This is an optimization exercise on Yosys and OpenROAD, whose aim is small area, a short achievable clock period and few clock cycles, not a production implementation.
At most, simulation tests tie the RTL to the original design; equivalence was not proved.
Function not checked in runs 4 and 5: the RTL went through the layout flow alone.
Power figures rest on the tool's default switching activity, not on a simulated workload.

`design/flow/constraint.sdc`:
```
create_clock -name core_clock -period 12.5 [get_ports {csi_clockreset_clk}]
set_input_delay 2.5000 -clock core_clock [delete_from_list [all_inputs] [get_ports {csi_clockreset_clk}]]
set_output_delay 2.5000 -clock core_clock [all_outputs]
set_load 0.01 [all_outputs]
```
`design/flow/design.v`:
```
module processing_element_fsm (
    input wire clk,
    input wire rst,
    input wire [8:0] delta,    
    input wire [7:0] other,    
    output wire signed [31:0] result
);
    reg [8:0] d_q;
    reg [7:0] o_q;
    reg [18:0] acc;
    always @(posedge clk) begin
        d_q <= delta;
        o_q <= other;
    end
    wire [18:0] sum;
    pe_mac_tree mac (
        .d(d_q),
        .o(o_q),
        .acc(acc),
        .sum(sum)
    );
    always @(posedge clk)
        if (rst) acc <= 19'd0;
        else acc <= sum;
    assign result = {{13{acc[18]}}, acc};
endmodule
module pe_mac_tree (
    input  wire [8:0]  d,
    input  wire [7:0]  o,
    input  wire [18:0] acc,
    output wire [18:0] sum
);
    wire pp_0_0 = d[0] & o[0];
    wire pp_0_1 = d[0] & o[1];
    wire pp_0_2 = d[0] & o[2];
    wire pp_0_3 = d[0] & o[3];
    wire pp_0_4 = d[0] & o[4];
    wire pp_0_5 = d[0] & o[5];
    wire pp_0_6 = d[0] & o[6];
    wire pp_1_0 = d[1] & o[0];
    wire pp_1_1 = d[1] & o[1];
    wire pp_1_2 = d[1] & o[2];
    wire pp_1_3 = d[1] & o[3];
    wire pp_1_4 = d[1] & o[4];
    wire pp_1_5 = d[1] & o[5];
    wire pp_1_6 = d[1] & o[6];
    wire pp_2_0 = d[2] & o[0];
    wire pp_2_1 = d[2] & o[1];
    wire pp_2_2 = d[2] & o[2];
    wire pp_2_3 = d[2] & o[3];
    wire pp_2_4 = d[2] & o[4];
    wire pp_2_5 = d[2] & o[5];
    wire pp_2_6 = d[2] & o[6];
    wire pp_3_0 = d[3] & o[0];
    wire pp_3_1 = d[3] & o[1];
    wire pp_3_2 = d[3] & o[2];
    wire pp_3_3 = d[3] & o[3];
    wire pp_3_4 = d[3] & o[4];
    wire pp_3_5 = d[3] & o[5];
    wire pp_3_6 = d[3] & o[6];
    wire pp_4_0 = d[4] & o[0];
    wire pp_4_1 = d[4] & o[1];
    wire pp_4_2 = d[4] & o[2];
    wire pp_4_3 = d[4] & o[3];
    wire pp_4_4 = d[4] & o[4];
    wire pp_4_5 = d[4] & o[5];
    wire pp_4_6 = d[4] & o[6];
    wire pp_5_0 = d[5] & o[0];
    wire pp_5_1 = d[5] & o[1];
    wire pp_5_2 = d[5] & o[2];
    wire pp_5_3 = d[5] & o[3];
    wire pp_5_4 = d[5] & o[4];
    wire pp_5_5 = d[5] & o[5];
    wire pp_5_6 = d[5] & o[6];
    wire pp_6_0 = d[6] & o[0];
    wire pp_6_1 = d[6] & o[1];
    wire pp_6_2 = d[6] & o[2];
    wire pp_6_3 = d[6] & o[3];
    wire pp_6_4 = d[6] & o[4];
    wire pp_6_5 = d[6] & o[5];
    wire pp_6_6 = d[6] & o[6];
    wire pp_7_0 = d[7] & o[0];
    wire pp_7_1 = d[7] & o[1];
    wire pp_7_2 = d[7] & o[2];
    wire pp_7_3 = d[7] & o[3];
    wire pp_7_4 = d[7] & o[4];
    wire pp_7_5 = d[7] & o[5];
    wire pp_7_6 = d[7] & o[6];
    wire pn_0 = o[7] & ~d[0];
    wire pn_1 = o[7] & ~d[1];
    wire pn_2 = o[7] & ~d[2];
    wire pn_3 = o[7] & ~d[3];
    wire pn_4 = o[7] & ~d[4];
    wire pn_5 = o[7] & ~d[5];
    wire pn_6 = o[7] & ~d[6];
    wire pn_7 = o[7] & ~d[7];
    wire qn_0 = d[8] & ~o[0];
    wire qn_1 = d[8] & ~o[1];
    wire qn_2 = d[8] & ~o[2];
    wire qn_3 = d[8] & ~o[3];
    wire qn_4 = d[8] & ~o[4];
    wire qn_5 = d[8] & ~o[5];
    wire qn_6 = d[8] & ~o[6];
    wire sgn = ~(o[7] | d[8]);
    wire s1, c2;
    assign {c2, s1} = pp_1_6 + pp_2_5;
    wire s3, c4;
    assign {c4, s3} = pp_2_6 + pp_3_5 + pp_4_4;
    wire s5, c6;
    assign {c6, s5} = pp_0_5 + pp_1_4;
    wire s7, c8;
    assign {c8, s7} = pp_0_6 + pp_1_5 + pp_2_4;
    wire s9, c10;
    assign {c10, s9} = pp_3_3 + pp_4_2;
    wire s11, c12;
    assign {c12, s11} = s1 + pp_3_4 + pp_4_3;
    wire s13, c14;
    assign {c14, s13} = pp_5_2 + pp_6_1 + pp_7_0;
    wire s15, c16;
    assign {c16, s15} = pn_0 + o[7];
    wire s17, c18;
    assign {c18, s17} = s3 + pp_5_3 + pp_6_2;
    wire s19, c20;
    assign {c20, s19} = pp_7_1 + pn_1 + qn_0;
    wire s21, c22;
    assign {c22, s21} = d[8] + acc[8] + c2;
    wire s23, c24;
    assign {c24, s23} = pp_3_6 + pp_4_5 + pp_5_4;
    wire s25, c26;
    assign {c26, s25} = pp_6_3 + pp_7_2 + pn_2;
    wire s27, c28;
    assign {c28, s27} = qn_1 + acc[9] + c4;
    wire s29, c30;
    assign {c30, s29} = pp_4_6 + pp_5_5 + pp_6_4;
    wire s31, c32;
    assign {c32, s31} = pp_7_3 + pn_3 + qn_2;
    wire s33, c34;
    assign {c34, s33} = pp_5_6 + pp_6_5 + pp_7_4;
    wire s35, c36;
    assign {c36, s35} = pp_0_3 + pp_1_2;
    wire s37, c38;
    assign {c38, s37} = pp_0_4 + pp_1_3 + pp_2_2;
    wire s39, c40;
    assign {c40, s39} = pp_3_1 + pp_4_0;
    wire s41, c42;
    assign {c42, s41} = s5 + pp_2_3 + pp_3_2;
    wire s43, c44;
    assign {c44, s43} = pp_4_1 + pp_5_0 + acc[5];
    wire s45, c46;
    assign {c46, s45} = s7 + s9 + pp_5_1;
    wire s47, c48;
    assign {c48, s47} = pp_6_0 + acc[6] + c6;
    wire s49, c50;
    assign {c50, s49} = s11 + s13 + s15;
    wire s51, c52;
    assign {c52, s51} = acc[7] + c8 + c10;
    wire s53, c54;
    assign {c54, s53} = s17 + s19 + s21;
    wire s55, c56;
    assign {c56, s55} = c12 + c14 + c16;
    wire s57, c58;
    assign {c58, s57} = s23 + s25 + s27;
    wire s59, c60;
    assign {c60, s59} = c18 + c20 + c22;
    wire s61, c62;
    assign {c62, s61} = s29 + s31 + acc[10];
    wire s63, c64;
    assign {c64, s63} = c24 + c26 + c28;
    wire s65, c66;
    assign {c66, s65} = s33 + pn_4 + qn_3;
    wire s67, c68;
    assign {c68, s67} = acc[11] + c30 + c32;
    wire s69, c70;
    assign {c70, s69} = pp_6_6 + pp_7_5 + pn_5;
    wire s71, c72;
    assign {c72, s71} = qn_4 + acc[12] + c34;
    wire s73, c74;
    assign {c74, s73} = pp_7_6 + pn_6 + qn_5;
    wire s75, c76;
    assign {c76, s75} = pp_0_2 + pp_1_1;
    wire s77, c78;
    assign {c78, s77} = s35 + pp_2_1 + pp_3_0;
    wire s79, c80;
    assign {c80, s79} = s37 + s39 + acc[4];
    wire s81, c82;
    assign {c82, s81} = s41 + s43 + c38;
    wire s83, c84;
    assign {c84, s83} = s45 + s47 + c42;
    wire s85, c86;
    assign {c86, s85} = s49 + s51 + c46;
    wire s87, c88;
    assign {c88, s87} = s53 + s55 + c50;
    wire s89, c90;
    assign {c90, s89} = s57 + s59 + c54;
    wire s91, c92;
    assign {c92, s91} = s61 + s63 + c58;
    wire s93, c94;
    assign {c94, s93} = s65 + s67 + c62;
    wire s95, c96;
    assign {c96, s95} = s69 + s71 + c66;
    wire s97, c98;
    assign {c98, s97} = s73 + acc[13] + c70;
    wire s99, c100;
    assign {c100, s99} = pn_7 + qn_6 + acc[14];
    wire s101, c102;
    assign {c102, s101} = sgn + acc[15];
    wire s103, c104;
    assign {c104, s103} = pp_0_1 + pp_1_0;
    wire s105, c106;
    assign {c106, s105} = s75 + pp_2_0 + acc[2];
    wire s107, c108;
    assign {c108, s107} = s77 + acc[3] + c76;
    wire s109, c110;
    assign {c110, s109} = s79 + c36 + c78;
    wire s111, c112;
    assign {c112, s111} = s81 + c40 + c80;
    wire s113, c114;
    assign {c114, s113} = s83 + c44 + c82;
    wire s115, c116;
    assign {c116, s115} = s85 + c48 + c84;
    wire s117, c118;
    assign {c118, s117} = s87 + c52 + c86;
    wire s119, c120;
    assign {c120, s119} = s89 + c56 + c88;
    wire s121, c122;
    assign {c122, s121} = s91 + c60 + c90;
    wire s123, c124;
    assign {c124, s123} = s93 + c64 + c92;
    wire s125, c126;
    assign {c126, s125} = s95 + c68 + c94;
    wire s127, c128;
    assign {c128, s127} = s97 + c72 + c96;
    wire s129, c130;
    assign {c130, s129} = s99 + c74 + c98;
    wire s131, c132;
    assign {c132, s131} = s101 + 1'b1 + c100;
    wire s133, c134;
    assign {c134, s133} = acc[16] + 1'b1 + c102;
    wire s135, c136;
    assign {c136, s135} = acc[17] + 1'b1;
    wire s137, c138;
    assign {c138, s137} = acc[18] + 1'b1;
    wire [18:0] ra = {s137, s135, s133, s131, s129, s127, s125, s123, s121, s119, s117, s115, s113, s111, s109, s107, s105, s103, pp_0_0};
    wire [18:0] rb = {c136, c134, c132, c130, c128, c126, c124, c122, c120, c118, c116, c114, c112, c110, c108, c106, c104, acc[1], acc[0]};
    wire [4:0] rc;
    assign rc[0] = 1'b0;
    assign {rc[1], sum[0]} = ra[0] + rb[0] + rc[0];
    assign {rc[2], sum[1]} = ra[1] + rb[1] + rc[1];
    assign {rc[3], sum[2]} = ra[2] + rb[2] + rc[2];
    assign {rc[4], sum[3]} = ra[3] + rb[3] + rc[3];
    wire [14:0] g0, p0;
    assign p0 = ra[18:4] ^ rb[18:4];
    assign g0 = (ra[18:4] & rb[18:4]) | {14'd0, p0[0] & rc[4]};
    wire bg1 = g0[1] | (p0[1] & g0[0]);
    wire bp1 = p0[1] & p0[0];
    wire bg2 = g0[3] | (p0[3] & g0[2]);
    wire bp2 = p0[3] & p0[2];
    wire bg3 = g0[5] | (p0[5] & g0[4]);
    wire bp3 = p0[5] & p0[4];
    wire bg4 = g0[7] | (p0[7] & g0[6]);
    wire bp4 = p0[7] & p0[6];
    wire bg5 = g0[9] | (p0[9] & g0[8]);
    wire bp5 = p0[9] & p0[8];
    wire bg6 = g0[11] | (p0[11] & g0[10]);
    wire bp6 = p0[11] & p0[10];
    wire bg7 = g0[13] | (p0[13] & g0[12]);
    wire bp7 = p0[13] & p0[12];
    wire bg8 = bg2 | (bp2 & bg1);
    wire bp8 = bp2 & bp1;
    wire bg9 = bg4 | (bp4 & bg3);
    wire bp9 = bp4 & bp3;
    wire bg10 = bg6 | (bp6 & bg5);
    wire bp10 = bp6 & bp5;
    wire bg11 = bg9 | (bp9 & bg8);
    wire bp11 = bp9 & bp8;
    wire bg12 = bg10 | (bp10 & bg11);
    wire bp12 = bp10 & bp11;
    wire bg13 = bg3 | (bp3 & bg8);
    wire bp13 = bp3 & bp8;
    wire bg14 = bg5 | (bp5 & bg11);
    wire bp14 = bp5 & bp11;
    wire bg15 = bg7 | (bp7 & bg12);
    wire bp15 = bp7 & bp12;
    wire bg16 = g0[2] | (p0[2] & bg1);
    wire bp16 = p0[2] & bp1;
    wire bg17 = g0[4] | (p0[4] & bg8);
    wire bp17 = p0[4] & bp8;
    wire bg18 = g0[6] | (p0[6] & bg13);
    wire bp18 = p0[6] & bp13;
    wire bg19 = g0[8] | (p0[8] & bg11);
    wire bp19 = p0[8] & bp11;
    wire bg20 = g0[10] | (p0[10] & bg14);
    wire bp20 = p0[10] & bp14;
    wire bg21 = g0[12] | (p0[12] & bg12);
    wire bp21 = p0[12] & bp12;
    wire bg22 = g0[14] | (p0[14] & bg15);
    wire bp22 = p0[14] & bp15;
    assign sum[4] = p0[0] ^ rc[4];
    assign sum[5] = p0[1] ^ g0[0];
    assign sum[6] = p0[2] ^ bg1;
    assign sum[7] = p0[3] ^ bg16;
    assign sum[8] = p0[4] ^ bg8;
    assign sum[9] = p0[5] ^ bg17;
    assign sum[10] = p0[6] ^ bg13;
    assign sum[11] = p0[7] ^ bg18;
    assign sum[12] = p0[8] ^ bg11;
    assign sum[13] = p0[9] ^ bg19;
    assign sum[14] = p0[10] ^ bg14;
    assign sum[15] = p0[11] ^ bg20;
    assign sum[16] = p0[12] ^ bg12;
    assign sum[17] = p0[13] ^ bg21;
    assign sum[18] = p0[14] ^ bg15;
endmodule
module processing_element_avalon_interface (
    input csi_clockreset_clk,
    input csi_clockreset_reset_n,
    input [7:0] avs_s1_address,
    input avs_s1_read,
    input avs_s1_write,
    input [31:0] avs_s1_writedata,
    output reg [31:0] avs_s1_readdata
);
    wire clk = csi_clockreset_clk;
    wire rst = ~csi_clockreset_reset_n;
    wire [7:0] a = avs_s1_address;
    reg       wr_v;
    reg [4:0] wr_a;
    reg [7:0] wr_d;
    always @(posedge clk) begin
        wr_v <= ~rst & avs_s1_write & (a < 8'd18);
        wr_a <= a[4:0];
        wr_d <= avs_s1_writedata[7:0];
    end
    reg [7:0] img [0:8];
    reg [7:0] filt [0:8];
    reg start;
    wire [7:0] din = rst ? 8'd0 : wr_d;
    wire live = wr_v;
    wire [8:0] sel_x, sel_w;
    reg  [7:0] xs, ws;
    integer k;
    genvar i;
    generate
        for (i = 0; i < 9; i = i + 1) begin : g_op
            assign sel_x[i] = live & (wr_a == i);
            assign sel_w[i] = live & (wr_a == i + 9);
            always @(posedge clk)
                if (rst | sel_x[i]) img[i] <= din;
            always @(posedge clk)
                if (rst | sel_w[i]) filt[i] <= din;
        end
    endgenerate
    always @(*) begin
        xs = 8'd0;
        ws = 8'd0;
        for (k = 0; k < 9; k = k + 1) begin
            if (sel_x[k] | sel_w[k]) begin
                xs = xs | img[k];
                ws = ws | filt[k];
            end
        end
    end
    wire is_x = |sel_x;
    wire [7:0] old_v   = is_x ? xs : ws;
    wire [7:0] other_v = is_x ? ws : xs;
    wire [8:0] delta = {wr_d[7], wr_d} - {old_v[7], old_v};
    always @(posedge clk)
        if (rst) start <= 1'b0;
        else if (avs_s1_write & (a == 8'd18)) start <= avs_s1_writedata[0];
    wire signed [31:0] result;
    processing_element_fsm pe_inst (
        .clk(clk),
        .rst(rst),
        .delta(delta),
        .other(other_v & {8{~rst}}),
        .result(result)
    );
    always @(*) begin
        case (a)
            8'd30: avs_s1_readdata = result;
            8'd31: avs_s1_readdata = {31'd0, start};
            default: avs_s1_readdata = 32'd0;
        endcase
    end
endmodule
```
`design/flow/config.mk`:
```
export PLATFORM = sky130hd
export DESIGN_NAME = processing_element_avalon_interface
export DESIGN_NICKNAME = processing_element_avalon_interface
export VERILOG_FILES = /design/flow/design.v
export SDC_FILE = /design/flow/constraint.sdc
export NUM_CORES = 4
export LEC_CHECK = 0
export CAP_MARGIN = 20
export CORE_MARGIN = 2
export CORE_UTILIZATION = 40
export SLEW_MARGIN = 20
```
`design/flow/flow/restructure.tcl`:
```
# Timing-driven resynthesis of the logic cones on the slowest paths
set lib [lindex $::env(LIB_FILES) 0]
file mkdir $::env(OBJECTS_DIR)/rmp
restructure -liberty_file $lib -target timing -slack_threshold 6.9 -depth_threshold 2 \
  -tielo_port sky130_fd_sc_hd__conb_1/LO -tiehi_port sky130_fd_sc_hd__conb_1/HI \
  -work_dir $::env(OBJECTS_DIR)/rmp -abc_logfile $::env(OBJECTS_DIR)/rmp/abc.log
```
`design/flow/standard.sh`:
```
#!/bin/bash
# synth_recipe.tcl (not shown) runs the flow's synth.tcl, then flattens the netlist and writes it again
# the make line also repeats each setting of config.mk as NAME=value (left out here)
make -C /OpenROAD-flow-scripts/flow DESIGN_CONFIG=/design/flow/config.mk WORK_HOME=/design/flow/orfs CLKGATE_MAP_FILE= SYNTH_SCRIPT=/design/flow/synth_recipe.tcl "${@:-finish}"
```
`design/flow/flow/run.sh`:
```
#!/bin/bash
# Standard ORFS layout, with repair_timing asked to leave extra setup slack so
# that the fixed input/output paths are built fast, and a timing-driven
# resynthesis of the slowest logic cones after floorplan. The SDC is the standard flow's own.
set -euo pipefail
here=$(pwd)
bash standard.sh SETUP_SLACK_MARGIN=7 MATCH_CELL_FOOTPRINT=0 \
  "BUFFER_PORTS_ARGS=-buffer_cell sky130_fd_sc_hd__buf_2" \
  POST_FLOORPLAN_TCL=$here/flow/restructure.tcl finish > standard_flow.log 2>&1
```
==> results.json, run 1 <==
{
  "synth.most_common_cell": "edfxtp_1",
  "track_usage": 0.179,
  "synth-edff-count": 144,
  "portBuffers": 50,
  "overflow": 0,
  "arrival_ns": 3.55,
  "hpwl_um": 15400,
  "rsz0062_at_grt": "true",
  "ys.flop_type": "edfxtp_1",
  "startpoint_type": "primary input",
  "finalSetupTns_ns": 0,
  "initial_core_util": 0.405,
  "clockBufferDepth": 2,
  "vias_per_cell": 5.15,
  "maxCapViolations": 0,
  "ir_drop_mv": 0.118,
  "setup_ws_ns": 6.45,
  "fmax_mhz": 165,
  "io_pins": 76,
  "async_flop_share": 0,
  "place_ws_ns": 5.78,
  "finalHoldWorstSlack_ns": 0.530,
  "yosys-top-cells-area": "edfxtp_1 (43%), fa_1 (13%), dfxtp_1 (10%)",
  "syn_to_final_growth_pct": 14.8,
  "diodes": 0,
  "die_h_um": 163,
  "synth_top_area_frac": 0.426,
  "yosys_warnings": 4,
  "firstDrtPassIters": 5,
  "die_w_um": 163,
  "synth_common_cells": "edfxtp_1 (144), inv_1 (104), and2_1 (78), fa_1 (68), dfxtp_1 (51)",
  "cts_tree": "yes",
  "layout_min_cycle_time_ns": 6.05,
  "root_buffer": "clkbuf_16",
  "slew_headroom": 0.343,
  "ys_ff_latch": 195,
  "routabilityCongestion": 0.799,
  "hold_viol": 0,
  "p_leak_nw": 4.59,
  "antenna_found_initial": 0,
  "drc": 0,
  "status": "no timing/DRC/antenna violations",
  "endpoint_kind": "output pin",
  "num_rows": 58,
  "wirelength_um": 22500,
  "drive_above_1_share": 0.169,
  "critPathRequiredTime_ns": 10.00,
  "synthesis.area_mm2": 0.0102,
  "grt_max_degree": 50,
  "synth_largest_area_cell": "edfxtp_1",
  "min_path_type": "flop to flop",
  "nNetsFinal": 1007,
  "worst_pin_slew_ns": 0.982,
  "post_drt_wl_per_cell_um": 18.6,
  "cts.sinks": 195,
  "drtAntennaViolNets": 0,
  "vias": 6215,
  "drt_iter0_drc": 460,
  "postLayoutCoreUtil": 0.465,
  "crit_type": "primary input to output pin",
  "grt_pass1_vias": 6213,
  "numCtsBuffers": 17,
  "dieArea_mm2": 0.0267,
  "synthCells": 806,
  "holdBufCountCts": 0,
  "period_share": 0.484,
  "slew_viol_final": 0,
  "powerDensity_mw_per_mm2": 141,
  "skew_ns": 0.0160,
  "path_clk_slew_ns": 0.08,
  "fillers": 2282,
  "synth_seq_area_share": 0.527,
  "setup_viol": 0,
  "cts_max_level": 4,
  "totalPowerFinal_mw": 1.65,
  "crit_fanout": 8,
  "grt_pass1_wl_um": 35500,
  "insertion_delay_ns": 0.45,
  "avgSynthCellArea_um2": 12.6,
  "coreArea_mm2": 0.0250,
  "synth.distinct_cells": 52
}
## layout by cell type (no fill, tap or decap), types with 5 or more instances in the layout
| cell | Yosys | final |
|---|---|---|
| and2_1 | 78 | 74 |
| nand3_1 | 15 | 14 |
| a22o_1 | 24 | 24 |
| buf_4 | 20 | 23 |
| o22ai_1 | 9 | 9 |
| a22oi_1 | 16 | 16 |
| dfxtp_1 | 51 | 49 |
| ha_1 | 31 | 31 |
| mux2_2 | 7 | 7 |
| buf_6 | 0 | 5 |
| xor2_1 | 9 | 9 |
| nor2b_1 | 19 | 19 |
| nand2b_1 | 9 | 9 |
| a21oi_1 | 22 | 22 |
| buf_2 | 5 | 45 |
| a2bb2oi_1 | 8 | 8 |
| inv_12 | 0 | 7 |
| inv_1 | 104 | 104 |
| fa_1 | 68 | 68 |
| a21o_1 | 6 | 6 |
| o21ai_0 | 28 | 25 |
| clkbuf_16 | 0 | 17 |
| edfxtp_1 | 144 | 144 |
| a211oi_1 | 9 | 7 |
| a221oi_1 | 8 | 8 |
| clkinv_8 | 0 | 5 |
| nor4_4 | 1 | 5 |
| nor4_2 | 3 | 6 |
| and3_1 | 8 | 8 |
| nor2_1 | 19 | 19 |
| nand2_1 | 27 | 26 |
## worst max-delay path: stages
cell and delay, ns:
buf_6 0.10, nor3_4 0.23, nand3_4 0.14, nor3_4 0.19, buf_12 0.16, and2_1 0.11
buf_2 0.13
## logic make-up after synthesis
| kind of cell | count (synthesis) | synth area share |
|---|---|---|
| xor+xnor | 13 | 0.0112 |
| fa+ha+maj | 99 | 0.172 |
| compound gates | 141 | 0.100 |
| buf+inv | 142 | 0.0605 |
| simple gates | 205 | 0.118 |
| flops | 195 | 0.527 |
| mux | 11 | 0.0117 |
## area by class of cell
type,count,area (um^2),area share
well taps,330,413,0.0354
clock inverters,15,224,0.0192
flip-flops and latches,195,5350,0.459
repair buffers,75,494,0.0424
inverters,106,398,0.0341
multi-input cells,469,4350,0.373
clock buffers,17,425,0.0365
## sequential cells by signal (all words and copies together), names as in the netlist, 5 cells and up
name,count
pe_inst.d_q,9
filt,72
wr_d,8
img,72
pe_inst.o_q,8
pe_inst.acc,19
wr_a,5
## repair_timing
action                     in CTS  in global routing
pin swaps                      10                  1
buffers inserted                3                  1
setup endpoints to repair      33                 36
resized for setup              12                  5
## worst paths after layout
path	slack, ns	start	to	cells past startpoint
setup / recovery	6.45	avs_s1_address[6]	avs_s1_readdata[14]	7
hold reg to reg	0.53	start	start	2
setup reg to reg	7.29	pe_inst.d_q[3]	pe_inst.acc[15]	17
hold / removal	0.53	start	start	2
## per-layer routing
layer  track usage  share of wire  up-vias
li1              -              -     2914
met1         0.261           0.48     3099
met2         0.283           0.46      183
met3        0.0302          0.050       19
met4        0.0350         0.0094        0
met5             0              0        -
## metrics by stage
| step | instances | cell area [um^2] |
|---|---|---|
| 5_1_grt | 1207 | 11700 |
| 6_report | 1207 | 11700 |
| 3_3_place_gp | 1171 | 10900 |
| 2_1_floorplan | 806 | 10300 |
| 4_1_cts | 1206 | 11600 |
| 3_5_place_dp | 1171 | 10900 |
## report_power, final
group / total, mW / internal, mW / switching (mW)
Clock: 0.580 / 0.284 / 0.297
Combinational: 0.277 / 0.115 / 0.162
Sequential: 0.790 / 0.758 / 0.0315
Testbench counts, summed over its fixed seeds: cycles 36,800.
==> run 2, diff against run 1 <==
==> design/flow/flow/run.sh (replaced) <==
#!/bin/bash
# Standard ORFS layout, with repair_timing asked to leave extra setup slack so
# that the fixed input/output paths are built fast. The SDC is the standard flow's own.
set -euo pipefail
bash standard.sh SETUP_SLACK_MARGIN=7 MATCH_CELL_FOOTPRINT=0 \
  "BUFFER_PORTS_ARGS=-buffer_cell sky130_fd_sc_hd__buf_2" finish > standard_flow.log 2>&1
--- a/design/flow/config.mk
+++ b/design/flow/config.mk
@@ -7,5 +7,5 @@
 export LEC_CHECK = 0
 export CAP_MARGIN = 20
 export CORE_MARGIN = 2
-export CORE_UTILIZATION = 40
+export CORE_UTILIZATION = 65
 export SLEW_MARGIN = 20
removed: design/flow/flow/restructure.tcl
==> results.json, run 2 <==
{
  "clockBufferDepth": 2,
  "drive_above_1_share": 0.160,
  "hpwl_um": 15100,
  "die_w_um": 129,
  "syn_to_final_growth_pct": 12.4,
  "crit_chain": "buf_6 > nor3_4 > nand3_4 > buf_6 > nor4_4 > buf_2",
  "finalSetupTns_ns": 0,
  "cpPeakStageDelay_ns": 0.24,
  "yosys_warnings": 4,
  "drtAntennaViolNets": 0,
  "drc": 0,
  "reg_top3": "filt (72), img (72), pe_inst.acc (19)",
  "yosys-top-cells-area": "edfxtp_1 (43%), fa_1 (13%), dfxtp_1 (10%)",
  "track_usage": 0.275,
  "period_share": 0.487,
  "diodes": 0,
  "seq_area_mm2": 0.00535,
  "synth_seq_area_share": 0.527,
  "wirelength_um": 21500,
  "overflow": 0,
  "root_buffer": "clkbuf_16",
  "grt_pass1_wl_um": 33800,
  "min_path_type": "flop to flop",
  "slew_viol_final": 0,
  "initial_core_util": 0.665,
  "final_common_cell": "edfxtp_1",
  "fillers": 1030,
  "crit_path_frequent_cell": "buf_6",
  "cp_slowest_cell": "nor4_4",
  "setup_viol": 0,
  "endpoint_kind": "output pin",
  "hold_viol": 0,
  "worst_pin_slew_ns": 1.07,
  "crit_type": "primary input to output pin",
  "ys_ff_latch": 195,
  "ir_drop_mv": 0.124,
  "numCtsBuffers": 17,
  "powerDensity_mw_per_mm2": 140,
  "cts.sinks": 195,
  "fmax_mhz": 164,
  "insertion_delay_ns": 0.43,
  "synth.distinct_cells": 52,
  "vias": 6246,
  "maxCapViolations": 0,
  "die_h_um": 129,
  "skew_ns": 0.0149,
  "cp_top_family": "simple AND/OR/NAND/NOR gates",
  "slew_headroom": 0.282,
  "critPathBufInv": 3,
  "cts_max_level": 4,
  "crit_fanout": 10,
  "portBuffers": 50,
  "synth_largest_area_cell": "edfxtp_1",
  "synth.most_common_cell": "edfxtp_1",
  "cp-startpoint": "avs_s1_address[6]",
  "synthCells": 806,
  "vias_per_cell": 5.76,
  "synth_top_area_frac": 0.426,
  "routabilityCongestion": 0.882,
  "dp_cells": 1045,
  "num_rows": 45,
  "totalPowerFinal_mw": 1.60,
  "drt_iter0_drc": 518,
  "arrival_ns": 3.59,
  "holdBufCountCts": 0,
  "layout_common_cells": "edfxtp_1 (144), inv_1 (104), and2_1 (76), fa_1 (68), dfxtp_1 (50)",
  "avgSynthCellArea_um2": 12.6,
  "r2r-start": "pe_inst.d_q[3]",
  "synth-edff-count": 144,
  "startpoint_type": "primary input",
  "grt_max_degree": 50,
  "multi_input_area_mm2": 0.00437,
  "antenna_found_initial": 0,
  "status": "no timing/DRC/antenna violations",
  "async_flop_share": 0,
  "post_drt_wl_per_cell_um": 19.8,
  "synthesis.area_mm2": 0.0102,
  "critPathRequiredTime_ns": 10.00,
  "synth_common_cells": "edfxtp_1 (144), inv_1 (104), and2_1 (78), fa_1 (68), dfxtp_1 (51)",
  "dieArea_mm2": 0.0166,
  "grt_pass1_vias": 6470,
  "coreArea_mm2": 0.0153,
  "path_clk_slew_ns": 0.07,
  "ys.flop_type": "edfxtp_1",
  "rsz0062_at_grt": "true",
  "p_leak_nw": 4.54,
  "layout_min_cycle_time_ns": 6.09,
  "nNetsFinal": 1004,
  "cts_tree": "yes",
  "finalNonFillerCells": 1085,
  "firstDrtPassIters": 5,
  "min_from": "start",
  "io_pins": 76
}
-- run 2: cell type report --
type                    instances  share of cell area
clock buffers                  18              0.0376
clock inverters                14              0.0139
inverters                     106              0.0349
multi-input cells             470               0.383
flip-flops and latches        195               0.469
well taps                     211              0.0231
repair buffers                 71              0.0386
-- run 2: cells by family after synthesis --
group,Yosys count,share of synthesized area
AND/OR/NAND/NOR,205,0.118
XOR/XNOR,13,0.0112
flip-flops,195,0.527
buffers and inverters,142,0.0605
AO/OA/AOI/OAI,141,0.100
multiplexers,11,0.0117
adder cells (fa/ha/maj),99,0.172
-- run 2: path summary, 6_finish.rpt --
| kind | end | slack [ns] | depth (start not counted) |
|---|---|---|---|
| max | avs_s1_readdata[12] | 6.41 | 6 |
| min | start | 0.54 | 2 |
| max reg2reg | pe_inst.acc[15] | 7.35 | 17 |
| min reg2reg | start | 0.54 | 2 |
-- run 2: report_power, final --
group | internal, mW | switching, mW | leakage (nW)
Combinational | 0.114 | 0.158 | 2.44
Clock | 0.270 | 0.262 | 0.282
Sequential | 0.759 | 0.0321 | 1.81
Total | 1.14 | 0.452 | 4.54
-- run 2: worst register-to-register path, cell delays in order (launching register included) --
cell,delay [ns]
dfxtp_1,0.54
and2_1,0.21
fa_1,0.40
inv_1,0.09
fa_1,0.44
fa_1,0.58
fa_1,0.44
fa_1,0.51
inv_1,0.07
ha_1,0.28
o21ai_0,0.12
o21ai_1,0.16
a41oi_2,0.23
nand2b_1,0.08
a21o_1,0.19
fa_1,0.39
xor2_1,0.17
and2_1,0.15
-- run 2: metal layers --
| layer | vias up | track usage | share of wire |
|---|---|---|---|
| li1 | 2909 | - | - |
| met1 | 3139 | 0.341 | 0.41 |
| met2 | 164 | 0.502 | 0.53 |
| met3 | 34 | 0.0378 | 0.041 |
| met4 | 0 | 0.0870 | 0.019 |
| met5 | - | 0 | 0 |
-- run 2: what timing repair did --
item,in CTS,in global routing
setup endpoints to repair,32,36
gates cloned,0,1
setup buffers,4,3
resized for setup,10,6
pin swaps,9,1
-- run 2: metrics by stage --
| step | setup WS [ns] | cell area (um^2) | hold slack, ns | util |
|---|---|---|---|---|
| finish | 6.41 | 11400 | 0.544 | 0.747 |
| global route | 6.35 | 11400 | 0.561 | 0.747 |
| CTS | 6.43 | 11400 | 0.544 | 0.744 |
| detailed placement | 5.68 | 10700 | 0.530 | 0.701 |
| global placement | 5.75 | 10700 | 0.509 | 0.701 |
| floorplan | 6.54 | 10300 | 0.485 | - |
==> run 3, diff against run 2 <==
--- a/design/flow/config.mk
+++ b/design/flow/config.mk
@@ -7,5 +7,5 @@
 export LEC_CHECK = 0
 export CAP_MARGIN = 20
 export CORE_MARGIN = 2
-export CORE_UTILIZATION = 65
+export CORE_UTILIZATION = 40
 export SLEW_MARGIN = 20
==> results.json, run 3 <==
{
  "antenna_found_initial": 0,
  "postLayoutCoreUtil": 0.465,
  "fmax_mhz": 165,
  "r2r-start": "pe_inst.d_q[3]",
  "finalHoldWorstSlack_ns": 0.530,
  "ys.flop_type": "edfxtp_1",
  "synth_largest_area_cell": "edfxtp_1",
  "synth_common_cells": "edfxtp_1 (144), inv_1 (104), and2_1 (78), fa_1 (68), dfxtp_1 (51)",
  "io_pins": 76,
  "crit_fanout": 8,
  "root_buffer": "clkbuf_16",
  "portBuffers": 50,
  "wirelength_um": 22500,
  "stdcell_area_mm2": 0.0117,
  "final_common_cell": "edfxtp_1",
  "ir_drop_mv": 0.118,
  "met2_usage": 0.283,
  "path_clk_slew_ns": 0.08,
  "yosys-top-cells-area": "edfxtp_1 (43%), fa_1 (13%), dfxtp_1 (10%)",
  "worst_pin_slew_ns": 0.982,
  "min_from": "start",
  "startpoint_type": "primary input",
  "vias_per_cell": 5.15,
  "reg_top3": "filt (72), img (72), pe_inst.acc (19)",
  "layout_min_cycle_time_ns": 6.05,
  "die_h_um": 163,
  "avgSynthCellArea_um2": 12.6,
  "post_drt_wl_per_cell_um": 18.6,
  "min_to": "start",
  "setup_viol": 0,
  "drt_iter0_drc": 460,
  "async_flop_share": 0,
  "cts_max_level": 4,
  "crit_type": "primary input to output pin",
  "period_share": 0.484,
  "crit_chain": "buf_6 > nor3_4 > nand3_4 > nor3_4 > buf_12 > and2_1 > buf_2",
  "reg2reg_slack_ns": 7.29,
  "status": "no timing/DRC/antenna violations",
  "r2r_cells": 17,
  "dieArea_mm2": 0.0267,
  "arrival_ns": 3.55,
  "p_leak_nw": 4.59,
  "hold_viol": 0,
  "routabilityCongestion": 0.799,
  "drc": 0,
  "numCtsBuffers": 17,
  "slew_viol_final": 0,
  "cp_top_family": "simple AND/OR/NAND/NOR gates",
  "clockBufferDepth": 2,
  "synthesis.area_mm2": 0.0102,
  "finalSetupTns_ns": 0,
  "maxCapViolations": 0,
  "min_path_cells": 2,
  "diodes": 0,
  "synth-edff-count": 144,
  "grt_pass1_wl_um": 35500,
  "slew_headroom": 0.343,
  "track_usage": 0.179,
  "grt-busiest-layer": "met2",
  "multi_input_area_mm2": 0.00435,
  "cts_tree": "yes",
  "r2r_end": "pe_inst.acc[15]",
  "dp_cells": 1171,
  "min_path_type": "flop to flop",
  "overflow": 0,
  "syn_to_final_growth_pct": 14.8,
  "cpPeakStageDelay_ns": 0.23,
  "num_rows": 58,
  "placedInstanceArea_mm2": 0.0109,
  "vias": 6215,
  "met1_usage": 0.261,
  "finalNonFillerCells": 1207,
  "drive_above_1_share": 0.169,
  "holdBufCountCts": 0,
  "coreArea_mm2": 0.0250,
  "synth_top_area_frac": 0.426,
  "endpoint_kind": "output pin",
  "synthCells": 806,
  "cp_slowest_cell": "nor3_4",
  "critPathBufInv": 3,
  "cts.sinks": 195,
  "yosys_warnings": 4,
  "powerDensity_mw_per_mm2": 141,
  "ys_ff_latch": 195,
  "drtAntennaViolNets": 0,
  "synth.distinct_cells": 52,
  "grt_use_met3": 0.0302,
  "layout_common_cells": "edfxtp_1 (144), inv_1 (104), and2_1 (74), fa_1 (68), dfxtp_1 (49)",
  "fillers": 2282,
  "die_w_um": 163,
  "initial_core_util": 0.405,
  "cp-startpoint": "avs_s1_address[6]",
  "seq_area_mm2": 0.00535,
  "synth.most_common_cell": "edfxtp_1",
  "rsz0062_at_grt": "true",
  "firstDrtPassIters": 5,
  "critPathRequiredTime_ns": 10.00,
  "hpwl_um": 15400,
  "grt_pass1_vias": 6213,
  "synth_seq_area_share": 0.527,
  "crit_path_frequent_cell": "nor3_4",
  "nNetsFinal": 1007,
  "insertion_delay_ns": 0.45,
  "grt_max_degree": 50,
  "skew_ns": 0.0160
}
[run 3: worst max-delay path by stage]
stage / to / slack (ns) / cells after the start
2_1_floorplan: avs_s1_readdata[19] / 6.54 / 5
3_3_place_gp: avs_s1_readdata[31] / 5.80 / 6
5_1_grt: avs_s1_readdata[15] / 6.36 / 7
4_1_cts: avs_s1_readdata[14] / 6.47 / 7
3_5_place_dp: avs_s1_readdata[21] / 5.78 / 6
6_report: avs_s1_readdata[14] / 6.45 / 7
[run 3: stage by stage]
step / setup WS [ns] / total power [mW]
3_5_place_dp: 5.78 / 1.08
5_1_grt: 6.36 / 1.73
2_1_floorplan: 6.54 / 1.00
4_1_cts: 6.47 / 1.66
3_3_place_gp: 5.80 / 1.07
6_report: 6.45 / 1.65
[run 3: repair_timing]
action | CTS | global route
setup buffers | 3 | 1
setup endpoints to repair | 33 | 36
resized for setup | 12 | 5
pin swaps | 10 | 1
[run 3: routing by layer]
metal	wire length [um]	share of wire
met4	211	0.0094
met3	1130	0.050
met5	0	0
met2	10400	0.46
met1	10700	0.48
[run 3: worst register-to-register path, stage by stage (launching register included)]
cell and delay [ns]:
dfxtp_1 0.53, and2_1 0.22, fa_1 0.42, inv_1 0.10
fa_1 0.44, fa_1 0.57, fa_1 0.44, fa_1 0.51
inv_1 0.07, ha_1 0.29, o21ai_0 0.13, o21ai_1 0.14
a41oi_2 0.26, nand2b_1 0.09, a21o_1 0.20, fa_1 0.37
xor2_1 0.17, and2_1 0.16
[run 3: cells by family after synthesis]
logic type               count (synthesis)  synth area share
AND/OR/NAND/NOR                        205             0.118
adder cells (fa/ha/maj)                 99             0.172
XOR/XNOR                                13            0.0112
flip-flops                             195             0.527
buffers and inverters                  142            0.0605
multiplexers                            11            0.0117
AO/OA/AOI/OAI                          141             0.100
[run 3: final cells by class]
class	instances	area share
clock inverters	15	0.0192
repair buffers	75	0.0424
flip-flops and latches	195	0.459
well taps	330	0.0354
multi-input cells	469	0.373
inverters	106	0.0341
clock buffers	17	0.0365
[run 3: where the power goes]
group / leakage, nW / switching [mW] / total (mW) / internal (mW)
sequential: 1.81 / 0.0315 / 0.790 / 0.758
clock: 0.310 / 0.297 / 0.580 / 0.284
combinational: 2.47 / 0.162 / 0.277 / 0.115
==> run 4, diff against run 3 <==
--- a/design/flow/design.v
+++ b/design/flow/design.v
@@ -103,143 +103,143 @@
     wire qn_6 = d[8] & ~o[6];
     wire sgn = ~(o[7] | d[8]);
     wire s1, c2;
-    assign {c2, s1} = pp_1_6 + pp_2_5;
+    pe_ha us1 (.a(pp_1_6), .b(pp_2_5), .s(s1), .co(c2));
     wire s3, c4;
-    assign {c4, s3} = pp_2_6 + pp_3_5 + pp_4_4;
+    pe_fa us3 (.a(pp_2_6), .b(pp_3_5), .c(pp_4_4), .s(s3), .co(c4));
     wire s5, c6;
-    assign {c6, s5} = pp_0_5 + pp_1_4;
+    pe_ha us5 (.a(pp_0_5), .b(pp_1_4), .s(s5), .co(c6));
     wire s7, c8;
-    assign {c8, s7} = pp_0_6 + pp_1_5 + pp_2_4;
+    pe_fa us7 (.a(pp_0_6), .b(pp_1_5), .c(pp_2_4), .s(s7), .co(c8));
     wire s9, c10;
-    assign {c10, s9} = pp_3_3 + pp_4_2;
+    pe_ha us9 (.a(pp_3_3), .b(pp_4_2), .s(s9), .co(c10));
     wire s11, c12;
-    assign {c12, s11} = s1 + pp_3_4 + pp_4_3;
+    pe_fa us11 (.a(s1), .b(pp_3_4), .c(pp_4_3), .s(s11), .co(c12));
     wire s13, c14;
-    assign {c14, s13} = pp_5_2 + pp_6_1 + pp_7_0;
+    pe_fa us13 (.a(pp_5_2), .b(pp_6_1), .c(pp_7_0), .s(s13), .co(c14));
     wire s15, c16;
-    assign {c16, s15} = pn_0 + o[7];
+    pe_ha us15 (.a(pn_0), .b(o[7]), .s(s15), .co(c16));
     wire s17, c18;
-    assign {c18, s17} = s3 + pp_5_3 + pp_6_2;
+    pe_fa us17 (.a(s3), .b(pp_5_3), .c(pp_6_2), .s(s17), .co(c18));
     wire s19, c20;
-    assign {c20, s19} = pp_7_1 + pn_1 + qn_0;
+    pe_fa us19 (.a(pp_7_1), .b(pn_1), .c(qn_0), .s(s19), .co(c20));
     wire s21, c22;
-    assign {c22, s21} = d[8] + acc[8] + c2;
+    pe_fa us21 (.a(d[8]), .b(acc[8]), .c(c2), .s(s21), .co(c22));
     wire s23, c24;
-    assign {c24, s23} = pp_3_6 + pp_4_5 + pp_5_4;
+    pe_fa us23 (.a(pp_3_6), .b(pp_4_5), .c(pp_5_4), .s(s23), .co(c24));
     wire s25, c26;
-    assign {c26, s25} = pp_6_3 + pp_7_2 + pn_2;
+    pe_fa us25 (.a(pp_6_3), .b(pp_7_2), .c(pn_2), .s(s25), .co(c26));
     wire s27, c28;
-    assign {c28, s27} = qn_1 + acc[9] + c4;
+    pe_fa us27 (.a(qn_1), .b(acc[9]), .c(c4), .s(s27), .co(c28));
     wire s29, c30;
-    assign {c30, s29} = pp_4_6 + pp_5_5 + pp_6_4;
+    pe_fa us29 (.a(pp_4_6), .b(pp_5_5), .c(pp_6_4), .s(s29), .co(c30));
     wire s31, c32;
-    assign {c32, s31} = pp_7_3 + pn_3 + qn_2;
+    pe_fa us31 (.a(pp_7_3), .b(pn_3), .c(qn_2), .s(s31), .co(c32));
     wire s33, c34;
-    assign {c34, s33} = pp_5_6 + pp_6_5 + pp_7_4;
+    pe_fa us33 (.a(pp_5_6), .b(pp_6_5), .c(pp_7_4), .s(s33), .co(c34));
     wire s35, c36;
-    assign {c36, s35} = pp_0_3 + pp_1_2;
+    pe_ha us35 (.a(pp_0_3), .b(pp_1_2), .s(s35), .co(c36));
     wire s37, c38;
-    assign {c38, s37} = pp_0_4 + pp_1_3 + pp_2_2;
+    pe_fa us37 (.a(pp_0_4), .b(pp_1_3), .c(pp_2_2), .s(s37), .co(c38));
     wire s39, c40;
-    assign {c40, s39} = pp_3_1 + pp_4_0;
+    pe_ha us39 (.a(pp_3_1), .b(pp_4_0), .s(s39), .co(c40));
     wire s41, c42;
-    assign {c42, s41} = s5 + pp_2_3 + pp_3_2;
+    pe_fa us41 (.a(s5), .b(pp_2_3), .c(pp_3_2), .s(s41), .co(c42));
     wire s43, c44;
-    assign {c44, s43} = pp_4_1 + pp_5_0 + acc[5];
+    pe_fa us43 (.a(pp_4_1), .b(pp_5_0), .c(acc[5]), .s(s43), .co(c44));
     wire s45, c46;
-    assign {c46, s45} = s7 + s9 + pp_5_1;
+    pe_fa us45 (.a(s7), .b(s9), .c(pp_5_1), .s(s45), .co(c46));
     wire s47, c48;
-    assign {c48, s47} = pp_6_0 + acc[6] + c6;
+    pe_fa us47 (.a(pp_6_0), .b(acc[6]), .c(c6), .s(s47), .co(c48));
     wire s49, c50;
-    assign {c50, s49} = s11 + s13 + s15;
+    pe_fa us49 (.a(s11), .b(s13), .c(s15), .s(s49), .co(c50));
     wire s51, c52;
-    assign {c52, s51} = acc[7] + c8 + c10;
+    pe_fa us51 (.a(acc[7]), .b(c8), .c(c10), .s(s51), .co(c52));
     wire s53, c54;
-    assign {c54, s53} = s17 + s19 + s21;
+    pe_fa us53 (.a(s17), .b(s19), .c(s21), .s(s53), .co(c54));
     wire s55, c56;
-    assign {c56, s55} = c12 + c14 + c16;
+    pe_fa us55 (.a(c12), .b(c14), .c(c16), .s(s55), .co(c56));
     wire s57, c58;
-    assign {c58, s57} = s23 + s25 + s27;
+    pe_fa us57 (.a(s23), .b(s25), .c(s27), .s(s57), .co(c58));
     wire s59, c60;
-    assign {c60, s59} = c18 + c20 + c22;
+    pe_fa us59 (.a(c18), .b(c20), .c(c22), .s(s59), .co(c60));
     wire s61, c62;
-    assign {c62, s61} = s29 + s31 + acc[10];
+    pe_fa us61 (.a(s29), .b(s31), .c(acc[10]), .s(s61), .co(c62));
     wire s63, c64;
-    assign {c64, s63} = c24 + c26 + c28;
+    pe_fa us63 (.a(c24), .b(c26), .c(c28), .s(s63), .co(c64));
     wire s65, c66;
-    assign {c66, s65} = s33 + pn_4 + qn_3;
+    pe_fa us65 (.a(s33), .b(pn_4), .c(qn_3), .s(s65), .co(c66));
     wire s67, c68;
-    assign {c68, s67} = acc[11] + c30 + c32;
+    pe_fa us67 (.a(acc[11]), .b(c30), .c(c32), .s(s67), .co(c68));
     wire s69, c70;
-    assign {c70, s69} = pp_6_6 + pp_7_5 + pn_5;
+    pe_fa us69 (.a(pp_6_6), .b(pp_7_5), .c(pn_5), .s(s69), .co(c70));
     wire s71, c72;
-    assign {c72, s71} = qn_4 + acc[12] + c34;
+    pe_fa us71 (.a(qn_4), .b(acc[12]), .c(c34), .s(s71), .co(c72));
     wire s73, c74;
-    assign {c74, s73} = pp_7_6 + pn_6 + qn_5;
+    pe_fa us73 (.a(pp_7_6), .b(pn_6), .c(qn_5), .s(s73), .co(c74));
     wire s75, c76;
-    assign {c76, s75} = pp_0_2 + pp_1_1;
+    pe_ha us75 (.a(pp_0_2), .b(pp_1_1), .s(s75), .co(c76));
     wire s77, c78;
-    assign {c78, s77} = s35 + pp_2_1 + pp_3_0;
+    pe_fa us77 (.a(s35), .b(pp_2_1), .c(pp_3_0), .s(s77), .co(c78));
     wire s79, c80;
-    assign {c80, s79} = s37 + s39 + acc[4];
+    pe_fa us79 (.a(s37), .b(s39), .c(acc[4]), .s(s79), .co(c80));
     wire s81, c82;
-    assign {c82, s81} = s41 + s43 + c38;
+    pe_fa us81 (.a(s41), .b(s43), .c(c38), .s(s81), .co(c82));
     wire s83, c84;
-    assign {c84, s83} = s45 + s47 + c42;
+    pe_fa us83 (.a(s45), .b(s47), .c(c42), .s(s83), .co(c84));
     wire s85, c86;
-    assign {c86, s85} = s49 + s51 + c46;
+    pe_fa us85 (.a(s49), .b(s51), .c(c46), .s(s85), .co(c86));
     wire s87, c88;
-    assign {c88, s87} = s53 + s55 + c50;
+    pe_fa us87 (.a(s53), .b(s55), .c(c50), .s(s87), .co(c88));
     wire s89, c90;
-    assign {c90, s89} = s57 + s59 + c54;
+    pe_fa us89 (.a(s57), .b(s59), .c(c54), .s(s89), .co(c90));
     wire s91, c92;
-    assign {c92, s91} = s61 + s63 + c58;
+    pe_fa us91 (.a(s61), .b(s63), .c(c58), .s(s91), .co(c92));
     wire s93, c94;
-    assign {c94, s93} = s65 + s67 + c62;
+    pe_fa us93 (.a(s65), .b(s67), .c(c62), .s(s93), .co(c94));
     wire s95, c96;
-    assign {c96, s95} = s69 + s71 + c66;
+    pe_fa us95 (.a(s69), .b(s71), .c(c66), .s(s95), .co(c96));
     wire s97, c98;
-    assign {c98, s97} = s73 + acc[13] + c70;
+    pe_fa us97 (.a(s73), .b(acc[13]), .c(c70), .s(s97), .co(c98));
     wire s99, c100;
-    assign {c100, s99} = pn_7 + qn_6 + acc[14];
+    pe_fa us99 (.a(pn_7), .b(qn_6), .c(acc[14]), .s(s99), .co(c100));
     wire s101, c102;
-    assign {c102, s101} = sgn + acc[15];
+    pe_ha us101 (.a(sgn), .b(acc[15]), .s(s101), .co(c102));
     wire s103, c104;
-    assign {c104, s103} = pp_0_1 + pp_1_0;
+    pe_ha us103 (.a(pp_0_1), .b(pp_1_0), .s(s103), .co(c104));
     wire s105, c106;
-    assign {c106, s105} = s75 + pp_2_0 + acc[2];
+    pe_fa us105 (.a(s75), .b(pp_2_0), .c(acc[2]), .s(s105), .co(c106));
     wire s107, c108;
-    assign {c108, s107} = s77 + acc[3] + c76;
+    pe_fa us107 (.a(s77), .b(acc[3]), .c(c76), .s(s107), .co(c108));
     wire s109, c110;
-    assign {c110, s109} = s79 + c36 + c78;
+    pe_fa us109 (.a(s79), .b(c36), .c(c78), .s(s109), .co(c110));
     wire s111, c112;
-    assign {c112, s111} = s81 + c40 + c80;
+    pe_fa us111 (.a(s81), .b(c40), .c(c80), .s(s111), .co(c112));
     wire s113, c114;
-    assign {c114, s113} = s83 + c44 + c82;
+    pe_fa us113 (.a(s83), .b(c44), .c(c82), .s(s113), .co(c114));
     wire s115, c116;
-    assign {c116, s115} = s85 + c48 + c84;
+    pe_fa us115 (.a(s85), .b(c48), .c(c84), .s(s115), .co(c116));
     wire s117, c118;
-    assign {c118, s117} = s87 + c52 + c86;
+    pe_fa us117 (.a(s87), .b(c52), .c(c86), .s(s117), .co(c118));
     wire s119, c120;
-    assign {c120, s119} = s89 + c56 + c88;
+    pe_fa us119 (.a(s89), .b(c56), .c(c88), .s(s119), .co(c120));
     wire s121, c122;
-    assign {c122, s121} = s91 + c60 + c90;
+    pe_fa us121 (.a(s91), .b(c60), .c(c90), .s(s121), .co(c122));
     wire s123, c124;
-    assign {c124, s123} = s93 + c64 + c92;
+    pe_fa us123 (.a(s93), .b(c64), .c(c92), .s(s123), .co(c124));
     wire s125, c126;
-    assign {c126, s125} = s95 + c68 + c94;
+    pe_fa us125 (.a(s95), .b(c68), .c(c94), .s(s125), .co(c126));
     wire s127, c128;
-    assign {c128, s127} = s97 + c72 + c96;
+    pe_fa us127 (.a(s97), .b(c72), .c(c96), .s(s127), .co(c128));
     wire s129, c130;
-    assign {c130, s129} = s99 + c74 + c98;
+    pe_fa us129 (.a(s99), .b(c74), .c(c98), .s(s129), .co(c130));
     wire s131, c132;
-    assign {c132, s131} = s101 + 1'b1 + c100;
+    pe_fa us131 (.a(s101), .b(1'b1), .c(c100), .s(s131), .co(c132));
     wire s133, c134;
-    assign {c134, s133} = acc[16] + 1'b1 + c102;
+    pe_fa us133 (.a(acc[16]), .b(1'b1), .c(c102), .s(s133), .co(c134));
     wire s135, c136;
-    assign {c136, s135} = acc[17] + 1'b1;
+    pe_ha us135 (.a(acc[17]), .b(1'b1), .s(s135), .co(c136));
     wire s137, c138;
-    assign {c138, s137} = acc[18] + 1'b1;
+    pe_ha us137 (.a(acc[18]), .b(1'b1), .s(s137), .co(c138));
     wire [18:0] ra = {s137, s135, s133, s131, s129, s127, s125, s123, s121, s119, s117, s115, s113, s111, s109, s107, s105, s103, pp_0_0};
     wire [18:0] rb = {c136, c134, c132, c130, c128, c126, c124, c122, c120, c118, c116, c114, c112, c110, c108, c106, c104, acc[1], acc[0]};
     wire [4:0] rc;
@@ -311,6 +311,12 @@
     assign sum[17] = p0[13] ^ bg21;
     assign sum[18] = p0[14] ^ bg15;
 endmodule
+module pe_fa (input wire a, input wire b, input wire c, output wire s, output wire co);
+    assign {co, s} = a + b + c;
+endmodule
+module pe_ha (input wire a, input wire b, output wire s, output wire co);
+    assign {co, s} = a + b;
+endmodule
 module processing_element_avalon_interface (
     input csi_clockreset_clk,
     input csi_clockreset_reset_n,
--- a/design/flow/config.mk
+++ b/design/flow/config.mk
@@ -9,3 +9,5 @@
 export CORE_MARGIN = 2
 export CORE_UTILIZATION = 40
 export SLEW_MARGIN = 20
+export SYNTH_HIERARCHICAL = 1
+export SYNTH_MINIMUM_KEEP_SIZE = 0
==> results.json, run 4 <==
{
  "crit_fanout": 16,
  "synth.distinct_cells": 60,
  "firstDrtPassIters": 5,
  "finalSetupTns_ns": 0,
  "dieArea_mm2": 0.0269,
  "seq_area_mm2": 0.00535,
  "clockBufferDepth": 2,
  "avgSynthCellArea_um2": 13.3,
  "min_path_type": "flop to flop",
  "slew_headroom": 0.224,
  "post_drt_wl_per_cell_um": 18.9,
  "postLayoutCoreUtil": 0.467,
  "cts_max_level": 4,
  "startpoint_type": "primary input",
  "crit_chain": "buf_6 > nor3_4 > nand3_4 > nor3_4 > buf_12 > and2_4 > buf_2",
  "synth.most_common_cell": "edfxtp_1",
  "num_rows": 58,
  "synthCells": 769,
  "synth_common_cells": "edfxtp_1 (144), and2_1 (93), fa_1 (70), dfxtp_1 (51), nand2_1 (43)",
  "ys.flop_type": "edfxtp_1",
  "yosys-top-cells-area": "edfxtp_1 (42%), fa_1 (14%), dfxtp_1 (10%)",
  "cts.sinks": 195,
  "initial_core_util": 0.407,
  "drc": 0,
  "endpoint_kind": "output pin",
  "portBuffers": 50,
  "crit_type": "primary input to output pin",
  "p_leak_nw": 4.84,
  "diodes": 0,
  "die_w_um": 164,
  "yosys_warnings": 10,
  "status": "no timing/DRC/antenna violations",
  "root_buffer": "clkbuf_16",
  "nNetsFinal": 977,
  "overflow": 0,
  "wirelength_um": 22200,
  "routabilityCongestion": 0.787,
  "cts_tree": "yes",
  "cpPeakStageDelay_ns": 0.25,
  "track_usage": 0.175,
  "die_h_um": 164,
  "powerDensity_mw_per_mm2": 138,
  "holdBufCountCts": 0,
  "ir_drop_mv": 0.0963,
  "path_clk_slew_ns": 0.08,
  "maxCapViolations": 0,
  "synth_top_area_frac": 0.422,
  "layout_common_cells": "edfxtp_1 (144), fa_1 (70), and2_1 (63), dfxtp_1 (51), nand2_1 (43)",
  "critPathRequiredTime_ns": 10.00,
  "slew_viol_final": 0,
  "cp_top_family": "simple AND/OR/NAND/NOR gates",
  "io_pins": 76,
  "worst_pin_slew_ns": 1.16,
  "cp_slowest_cell": "nor3_4",
  "period_share": 0.489,
  "insertion_delay_ns": 0.45,
  "coreArea_mm2": 0.0252,
  "reg_top3": "filt (72), img (72), pe_inst.acc (19)",
  "grt_pass1_vias": 6007,
  "fmax_mhz": 164,
  "drtAntennaViolNets": 0,
  "ys_ff_latch": 195,
  "drt_iter0_drc": 553,
  "synth_largest_area_cell": "edfxtp_1",
  "numCtsBuffers": 17,
  "multi_input_area_mm2": 0.00470,
  "final_common_cell": "edfxtp_1",
  "rsz0062_at_grt": "true",
  "hpwl_um": 15400,
  "syn_to_final_growth_pct": 14.7,
  "crit_path_frequent_cell": "nor3_4",
  "antenna_found_initial": 0,
  "fillers": 2233,
  "hold_viol": 0,
  "setup_viol": 0,
  "synth-edff-count": 144,
  "drive_above_1_share": 0.203,
  "vias_per_cell": 5.21,
  "grt_max_degree": 35,
  "finalHoldWorstSlack_ns": 0.501,
  "grt_pass1_wl_um": 35100,
  "async_flop_share": 0,
  "skew_ns": 0.0176,
  "layout_min_cycle_time_ns": 6.11,
  "critPathBufInv": 3,
  "vias": 6118,
  "synthesis.area_mm2": 0.0102,
  "arrival_ns": 3.61,
  "synth_seq_area_share": 0.521
}
==> run 4: worst paths after layout <==
path                                         from                  end  slack [ns]  cells after the start
worst min-delay path                        start                start        0.50                      2
worst max-delay path            avs_s1_address[7]  avs_s1_readdata[14]        6.39                      7
worst max register to register     pe_inst.o_q[5]      pe_inst.acc[17]        7.48                     14
worst min register to register              start                start        0.50                      2
==> run 4: power by group <==
group,internal (mW),switching [mW]
clock,0.300,0.289
combinational,0.115,0.130
sequential,0.754,0.0394
total,1.17,0.458
==> run 4: kinds of logic after synthesis <==
kind of cell / Yosys count / synth area share
AOI/OAI and AO/OA: 108 / 0.0856
buffers and inverters: 71 / 0.0356
other: 1 / 0.000366
xor gates and xnor gates: 15 / 0.0128
muxes: 12 / 0.0131
DFF: 195 / 0.521
and+or+nand+nor: 265 / 0.155
adders and majority gates: 102 / 0.176
==> run 4: area by class of cell <==
cell class,count,area share
Sequential cell,195,0.455
Clock buffer,17,0.0362
Tap cell,330,0.0351
Clock inverter,15,0.0194
Timing Repair Buffer,76,0.0442
Inverter,34,0.0109
Multi-Input combinational cell,507,0.400
==> run 4: modules after synthesis, one instance, submodules excluded <==
| module | cells | flops+latches |
|---|---|---|
| pe_fa | 1 | 0 |
| processing_element_fsm | 69 | 36 |
| processing_element_avalon_interface | 481 | 159 |
| pe_ha | 1 | 0 |
| pe_mac_tree | 150 | 0 |
==> run 4: worst reg2reg max path: stages, from the launching register on <==
cell	delay (ns)
dfxtp_1	0.53
and2_1	0.22
fa_1	0.46
fa_1	0.47
fa_1	0.57
fa_1	0.45
fa_1	0.50
ha_1	0.34
o21a_1	0.19
o211ai_1	0.26
a211o_1	0.17
nand2_1	0.09
fa_1	0.40
xor2_1	0.14
nor2b_1	0.12
==> run 4: per-layer routing <==
metal / GRT usage / up-vias / share of wire
li1: - / 2888 / -
met2: 0.279 / 173 / 0.47
met4: 0.0502 / 0 / 0.016
met3: 0.0255 / 18 / 0.051
met5: 0 / - / 0
met1: 0.250 / 3039 / 0.47
==> run 4: repair_timing <==
action                                  4_1_cts  5_1_grt
gates resized for setup                      12        1
setup buffers                                 3        1
pin swaps                                     4        2
gates cloned                                  1        0
endpoints found under the setup margin       32       32
==> run 4: per-stage QoR <==
step	power, mW	setup WS [ns]	std cells	area (um^2)
3_3_place_gp	1.05	5.65	1136	11000
4_1_cts	1.64	6.32	1173	11700
5_1_grt	1.71	6.31	1174	11800
2_1_floorplan	1.01	6.65	772	10400
3_5_place_dp	1.05	5.58	1137	11000
6_report	1.63	6.39	1174	11800
==> run 5, diff against run 4 <==
--- a/design/flow/design.v
+++ b/design/flow/design.v
@@ -1,29 +1,3 @@
-module processing_element_fsm (
-    input wire clk,
-    input wire rst,
-    input wire [8:0] delta,    
-    input wire [7:0] other,    
-    output wire signed [31:0] result
-);
-    reg [8:0] d_q;
-    reg [7:0] o_q;
-    reg [18:0] acc;
-    always @(posedge clk) begin
-        d_q <= delta;
-        o_q <= other;
-    end
-    wire [18:0] sum;
-    pe_mac_tree mac (
-        .d(d_q),
-        .o(o_q),
-        .acc(acc),
-        .sum(sum)
-    );
-    always @(posedge clk)
-        if (rst) acc <= 19'd0;
-        else acc <= sum;
-    assign result = {{13{acc[18]}}, acc};
-endmodule
 module pe_mac_tree (
     input  wire [8:0]  d,
     input  wire [7:0]  o,
@@ -373,14 +347,24 @@
     always @(posedge clk)
         if (rst) start <= 1'b0;
         else if (avs_s1_write & (a == 8'd18)) start <= avs_s1_writedata[0];
-    wire signed [31:0] result;
-    processing_element_fsm pe_inst (
-        .clk(clk),
-        .rst(rst),
-        .delta(delta),
-        .other(other_v & {8{~rst}}),
-        .result(result)
+    reg [8:0] d_q;
+    reg [7:0] o_q;
+    reg [18:0] acc;
+    wire [18:0] sum;
+    always @(posedge clk) begin
+        d_q <= delta;
+        o_q <= other_v & {8{~rst}};
+    end
+    pe_mac_tree mac (
+        .d(d_q),
+        .o(o_q),
+        .acc(acc),
+        .sum(sum)
     );
+    always @(posedge clk)
+        if (rst) acc <= 19'd0;
+        else acc <= sum;
+    wire [31:0] result = {{13{acc[18]}}, acc};
     always @(*) begin
         case (a)
             8'd30: avs_s1_readdata = result;
==> results.json, run 5 <==
{
  "layout_common_cells": "edfxtp_1 (144), and2_1 (100), fa_1 (70), dfxtp_1 (51), inv_1 (41)",
  "multi_input_area_mm2": 0.00456,
  "yosys_warnings": 9,
  "ir_drop_mv": 0.102,
  "crit_fanout": 7,
  "cp_top_family": "simple AND/OR/NAND/NOR gates",
  "nNetsFinal": 987,
  "powerDensity_mw_per_mm2": 138,
  "p_leak_nw": 4.64,
  "cpPeakStageDelay_ns": 0.20,
  "maxCapViolations": 0,
  "vias_per_cell": 5.33,
  "seq_area_mm2": 0.00535,
  "async_flop_share": 0,
  "crit_chain": "buf_6 > nor3_4 > nand3_2 > nor3_4 > buf_12 > and2_4 > buf_2",
  "portBuffers": 50,
  "drt_iter0_drc": 429,
  "slew_viol_final": 0,
  "insertion_delay_ns": 0.45,
  "status": "no timing/DRC/antenna violations",
  "vias": 6307,
  "die_w_um": 164,
  "final_common_cell": "edfxtp_1",
  "path_clk_slew_ns": 0.09,
  "ys.flop_type": "edfxtp_1",
  "period_share": 0.488,
  "slew_headroom": 0.294,
  "startpoint_type": "primary input",
  "synth_common_cells": "edfxtp_1 (144), and2_1 (101), fa_1 (70), dfxtp_1 (51), inv_1 (41)",
  "fillers": 2239,
  "yosys-top-cells-area": "edfxtp_1 (42%), fa_1 (14%), dfxtp_1 (10%)",
  "track_usage": 0.177,
  "dieArea_mm2": 0.0269,
  "critPathRequiredTime_ns": 10.00,
  "synth_largest_area_cell": "edfxtp_1",
  "critPathBufInv": 3,
  "layout_min_cycle_time_ns": 6.10,
  "reg_top3": "filt (72), img (72), acc (19)",
  "min_path_type": "flop to flop",
  "syn_to_final_growth_pct": 14.4,
  "rsz0062_at_grt": "true",
  "synth-edff-count": 144,
  "root_buffer": "clkbuf_16",
  "endpoint_kind": "output pin",
  "cts.sinks": 195,
  "synthesis.area_mm2": 0.0103,
  "io_pins": 76,
  "ys_ff_latch": 195,
  "wirelength_um": 22600,
  "grt_pass1_vias": 6293,
  "crit_type": "primary input to output pin",
  "fmax_mhz": 164,
  "num_rows": 58,
  "drtAntennaViolNets": 0,
  "cp_slowest_cell": "and2_4",
  "firstDrtPassIters": 16,
  "synth_seq_area_share": 0.521,
  "synth.most_common_cell": "edfxtp_1",
  "crit_path_frequent_cell": "nor3_4",
  "antenna_found_initial": 0,
  "cts_max_level": 4,
  "arrival_ns": 3.60,
  "holdBufCountCts": 0,
  "finalSetupTns_ns": 0,
  "initial_core_util": 0.407,
  "drc": 0,
  "grt_max_degree": 47,
  "drive_above_1_share": 0.153,
  "overflow": 0,
  "skew_ns": 0.0202,
  "synth.distinct_cells": 57,
  "totalPowerFinal_mw": 1.62,
  "coreArea_mm2": 0.0252,
  "avgSynthCellArea_um2": 13.1,
  "setup_viol": 0,
  "die_h_um": 164,
  "hold_viol": 0,
  "worst_pin_slew_ns": 1.05,
  "synth_top_area_frac": 0.421,
  "clockBufferDepth": 2,
  "grt_pass1_wl_um": 35300,
  "routabilityCongestion": 0.767,
  "numCtsBuffers": 17,
  "hpwl_um": 15200,
  "synthCells": 783,
  "diodes": 0,
  "post_drt_wl_per_cell_um": 19.1,
  "cts_tree": "yes"
}
-- run 5: layout make-up --
| cell class | instances | area share |
|---|---|---|
| sequential | 195 | 0.455 |
| multi-input combinational | 505 | 0.389 |
| timing repair buffer | 80 | 0.0521 |
| clock buffer | 17 | 0.0362 |
| tap | 330 | 0.0352 |
| clock inverter | 15 | 0.0192 |
| inverter | 42 | 0.0134 |
-- run 5: kinds of logic after synthesis --
group | Yosys count | share of synthesized area
flip-flops | 195 | 0.521
other | 1 | 0.000366
buffers and inverters | 87 | 0.0399
adder cells (fa/ha/maj) | 102 | 0.176
multiplexers | 2 | 0.00195
XOR/XNOR | 16 | 0.0144
AND/OR/NAND/NOR | 254 | 0.151
AO/OA/AOI/OAI | 126 | 0.0955
-- run 5: per-layer routing --
layer | part of all wire | track usage | wire length, um | vias up
met2 | 0.49 | 0.296 | 11000 | 165
li1 | - | - | - | 2952
met3 | 0.050 | 0.0288 | 1130 | 22
met5 | 0 | 0 | 0 | -
met4 | 0.013 | 0.0474 | 294 | 0
met1 | 0.45 | 0.241 | 10100 | 3168
-- run 5: worst register-to-register path, cell delays in order, from the launching register on --
cell and delay, ns:
dfxtp_1 0.52, and2_1 0.20, fa_1 0.45, fa_1 0.54
fa_1 0.52, fa_1 0.51, fa_1 0.43, ha_1 0.35
a21oi_1 0.24, nor2b_2 0.21, a211o_1 0.18, nand2_1 0.10
fa_1 0.39, xor2_1 0.15, and2_1 0.15
-- run 5: Yosys stat by module, one instance, submodules excluded --
module,times used,cell area (um^2)
processing_element_avalon_interface,1,7830
pe_mac_tree,1,1140
pe_fa,58,20.0
pe_ha,11,12.5
-- run 5: what timing repair did --
item                       4_1_cts  5_1_grt
resized for setup                8       10
pin swaps                        1        0
setup endpoints to repair       32       32
buffers inserted                 3        0
gates cloned                     2        0
-- run 5: path summary, 6_finish.rpt --
| kind | from | cells past startpoint | slack, ns | endpoint |
|---|---|---|---|---|
| max | avs_s1_address[5] | 7 | 6.40 | avs_s1_readdata[23] |
| min | start | 2 | 0.51 | start |
| max reg2reg | o_q[4] | 14 | 7.45 | acc[17] |
| min reg2reg | start | 2 | 0.51 | start |
-- run 5: metrics by stage --
stage,area (um^2),hold slack (ns),cells,util,worst slack (ns)
after floorplan,10300,0.463,786,-,6.43
after global placement,10900,0.472,1147,0.433,6.02
after detailed placement,10900,0.489,1147,0.433,6.01
after CTS,11700,0.512,1184,0.464,6.40
after global routing,11700,0.599,1184,0.466,6.31
final,11700,0.510,1184,0.466,6.40
-- run 5: where the power goes --
part / internal (mW) / total, mW / switching (mW)
clock network: 0.287 / 0.591 / 0.304
logic: 0.111 / 0.242 / 0.132
registers: 0.756 / 0.790 / 0.0345

==> separate check: timing with driven ports <==
No port has a modelled driver above. Below, the same layouts with a new extraction and two added sets of constraints.
Step 1, drivers: a clkbuf_16 drives csi_clockreset_clk and a buf_2 each remaining input, both assumed.
Step 2 times the ports against the registers' clock, not the clock port: input delays grow and output delays shrink by t, the midpoint of the rising clock arrivals with the driver on.
Slacks: ideal / step 1 / step 2; pairs: ideal / step 1.
run	t (ns)	setup WS [ns]	hold WS [ns]	worst data-port slew with drivers (ns)
run 1	0.481	6.448 / 6.415 / 6.415	0.530 / 0.530 / 0.530	0.05
run 2	0.470	6.415 / 6.375 / 6.375	0.544 / 0.544 / 0.544	0.05
run 3	0.481	6.448 / 6.415 / 6.415	0.530 / 0.530 / 0.530	0.05
run 4	0.487	6.387 / 6.355 / 6.355	0.501 / 0.501 / 0.501	0.04
run 5	0.487	6.401 / 6.369 / 6.369	0.510 / 0.510 / 0.510	0.04
After both steps every run listed still meets setup and hold. For run 2, which loses most, drivers alone change the setup slack by -0.040 ns; drivers and shift together by -0.040 ns.
